This design comes from an exercise in tuning for small area and a short achievable clock period on the open sky130 flow, not from production work.

==> inputs of v19 <==
==> flow/design.v <==
module alu_top (
  input  wire        clk,
  input  wire [31:0] X,
  input  wire [31:0] Y,
  input  wire [3:0]  CONTROL,
  output reg  [31:0] RESULTADO,
  output reg         ZERO
);
  reg  [31:0] x_q, y_q;
  reg  [3:0]  ctrl_q;
  wire [31:0] res;
  wire        zero;
  always @(posedge clk) begin
    x_q       <= X;
    y_q       <= Y;
    ctrl_q    <= CONTROL;
    RESULTADO <= res;
    ZERO      <= zero;
  end
  ALU u_alu (
    .X(x_q),
    .Y(y_q),
    .RESULTADO(res),
    .ZERO(zero),
    .CONTROL(ctrl_q)
  );
endmodule

module ALU (X, Y, RESULTADO, ZERO, CONTROL);
input logic signed [31:0] X, Y;
input logic [3:0] CONTROL;
output logic [31:0] RESULTADO;
output logic ZERO;
logic op_add, op_sub, op_slt, op_sltu, op_and, op_or, op_xor, op_y;
logic op_sll, op_srl, op_sra, op_sge, op_eq;
assign op_add  = (CONTROL == 4'b0000);
assign op_sub  = (CONTROL == 4'b0111);
assign op_slt  = (CONTROL == 4'b0100);
assign op_sltu = (CONTROL == 4'b1100);
assign op_and  = (CONTROL == 4'b0010);
assign op_or   = (CONTROL == 4'b0001);
assign op_xor  = (CONTROL == 4'b1001);
assign op_y    = (CONTROL == 4'b0110);
assign op_sll  = (CONTROL == 4'b1000);
assign op_srl  = (CONTROL == 4'b1010);
assign op_sra  = (CONTROL == 4'b1110);
assign op_sge  = (CONTROL == 4'b1011);
assign op_eq   = (CONTROL == 4'b1111);
logic        inv;
logic [31:0] yb, sum;
logic [32:0] c;
assign inv = op_sub | op_slt | op_sltu | op_sge;
assign yb  = Y ^ {32{inv}};
assign c[0] = inv;
logic [31:0] g0, p0;
assign g0 = X & yb;
assign p0 = X ^ yb;
logic [31:0] gk [0:5];
logic [31:0] pk [0:5];
assign gk[0] = g0;
assign pk[0] = p0;
genvar i, l;
generate
  for (l = 0; l < 5; l = l + 1) begin : lvl
    for (i = 0; i < 32; i = i + 1) begin : bit_
      if (i >= (1 << l)) begin : comb_
        assign gk[l+1][i] = gk[l][i] | (pk[l][i] & gk[l][i - (1 << l)]);
        assign pk[l+1][i] = pk[l][i] & pk[l][i - (1 << l)];
      end else begin : pass_
        assign gk[l+1][i] = gk[l][i];
        assign pk[l+1][i] = pk[l][i];
      end
    end
  end
  for (i = 0; i < 32; i = i + 1) begin : carry_
    assign c[i+1] = gk[5][i] | (pk[5][i] & c[0]);
  end
endgenerate
assign sum = p0 ^ c[31:0];
logic ltu, lts, eq;
assign ltu = (~X[31] & Y[31]) | (~(X[31] ^ Y[31]) & ~c[31]);
assign lts = ( X[31] & ~Y[31]) | (~(X[31] ^ Y[31]) & ~c[31]);
logic [31:0] xy_xor;
assign xy_xor = X ^ Y;
assign eq = ~|xy_xor;
logic cmp;
assign cmp = (op_slt & lts) | (op_sltu & ltu) | (op_sge & ~lts) | (op_eq & eq);
logic [31:0] xr, sin;
generate
  for (i = 0; i < 32; i = i + 1) begin : rev_
    assign xr[i] = X[31 - i];
  end
endgenerate
assign sin = op_sll ? xr : X;
logic fill, big;
assign fill = op_sra & X[31];
assign big  = |Y[31:5];
logic [31:0] s1, s2, s4, s8, s16, sh;
assign s1  = Y[0] ? {fill, sin[31:1]}        : sin;
assign s2  = Y[1] ? {{2{fill}}, s1[31:2]}    : s1;
assign s4  = Y[2] ? {{4{fill}}, s2[31:4]}    : s2;
assign s8  = Y[3] ? {{8{fill}}, s4[31:8]}    : s4;
assign s16 = Y[4] ? {{16{fill}}, s8[31:16]}  : s8;
assign sh  = big ? {32{fill}} : s16;
logic [31:0] shr;
generate
  for (i = 0; i < 32; i = i + 1) begin : rev2_
    assign shr[i] = sh[31 - i];
  end
endgenerate
logic [31:0] res;
assign res = ({32{op_add | op_sub}} & sum)
           | ({32{op_and}} & (X & Y))
           | ({32{op_or}}  & (X | Y))
           | ({32{op_xor}} & xy_xor)
           | ({32{op_y}}   & Y)
           | ({32{op_srl | op_sra}} & sh)
           | ({32{op_sll}} & shr)
           | {31'b0, cmp};
assign RESULTADO = res;
assign ZERO = ~|res;
endmodule
==> flow/run.sh <==
#!/bin/bash
# synth_recipe.tcl (not shown) runs the flow's synth.tcl, then flattens the netlist and writes it again
# the make line also repeats each setting of config.mk as NAME=value (left out here)
make -C /OpenROAD-flow-scripts/flow DESIGN_CONFIG=/design/flow/config.mk WORK_HOME=/design/flow/orfs CLKGATE_MAP_FILE= SYNTH_SCRIPT=/design/flow/synth_recipe.tcl finish
==> flow/config.mk <==
export PLATFORM = sky130hd
export DESIGN_NAME = alu_top
export DESIGN_NICKNAME = alu_top
export VERILOG_FILES = /design/flow/design.v
export SDC_FILE = /design/flow/constraint.sdc
export NUM_CORES = 4
export LEC_CHECK = 0
export ABC_CLOCK_PERIOD_IN_PS = 2500
export CAP_MARGIN = 20
export CORE_MARGIN = 2
export CORE_UTILIZATION = 60
export SETUP_SLACK_MARGIN = 2.5
export SLEW_MARGIN = 20
==> flow/constraint.sdc <==
create_clock -name core_clock -period 5.0 [get_ports {clk}]
set_input_delay 1.0000 -clock core_clock [delete_from_list [all_inputs] [get_ports {clk}]]
set_output_delay 1.0000 -clock core_clock [all_outputs]
set_load 0.01 [all_outputs]
==> inputs of v3, as changes to v19 <==
ABC_CLOCK_PERIOD_IN_PS = unset   (was 2500)
CORE_UTILIZATION = 40   (was 60)
SETUP_SLACK_MARGIN = unset   (was 2.5)
==> summary.txt <==
metric	v3	v19
Xor/xnor share of the synthesized area	4.93%	4.93%
EDFF count, synth	0	0
Post-placement setup slack	126 ps	284 ps
Syn Area/Cell	8.56 um^2	8.56 um^2
Post-CTS Setup Inserts	0	70
Die width	156 um	128 um
Die H	156 um	128 um
Number of rows created at floorplan	55	45
# IOs	102	102
Cell count after synthesis	1,078	1,078
Simple-gate share of the synthesized area	15.3%	15.3%
Top_reg_cell synth	sky130_fd_sc_hd__dfxtp_1	sky130_fd_sc_hd__dfxtp_1
Number of synthesized register bits	101	101
Clock tree root driver cell	sky130_fd_sc_hd__clkbuf_16	sky130_fd_sc_hd__clkbuf_16
Register area share after synthesis	21.9%	21.9%
Placed wire-length estimate	31.4 mm	29.4 mm
Proportion of synthesized area in mux cells	12.3%	12.3%
Number of gates resized after CTS	0	118
Fraction of the mapped netlist area in adder cells	14.0%	14.0%
CTS sink cnt	101	101
TritonCTS buffer count	9	9
Cell Area, Placed	10,900 um^2	10,800 um^2
Outcome	finished clean	did not finish
Failing step	-	global routing
Number of cells in the design after placement	1,473	1,350
Initial Util	40.8%	61.2%
GP Congestion	1.01	1.09
No run of this note included a check of the RTL's function; only the layout flow was run.

## afterwards: timing with drivers on the ports
In the flow no input, the clock included, has a driving cell. The finished layout below was timed again as built, in two steps.
Step 1 assumes that a clkbuf_16 drives the clock port and a buf_2 every other input.
Step 2 adds t to the input delays and takes it off the output delays; t is the mean of the earliest and latest rising clock arrival at the registers after step 1. Input paths then give back, and output paths get back, about the clock's delay inside the block.
Three values: ideal ports, drivers, drivers and shift; two values: the first two.
run: v3
shift t [ns]: 0.406
setup WS [ns]: 0.252 / 0.252 / 0.252
pins driven straight from the clock port: 1
After both steps v3 still meets setup and hold. The setup slack of v3 moves by 0.000 ns with the drivers and by 0.000 ns with both steps.
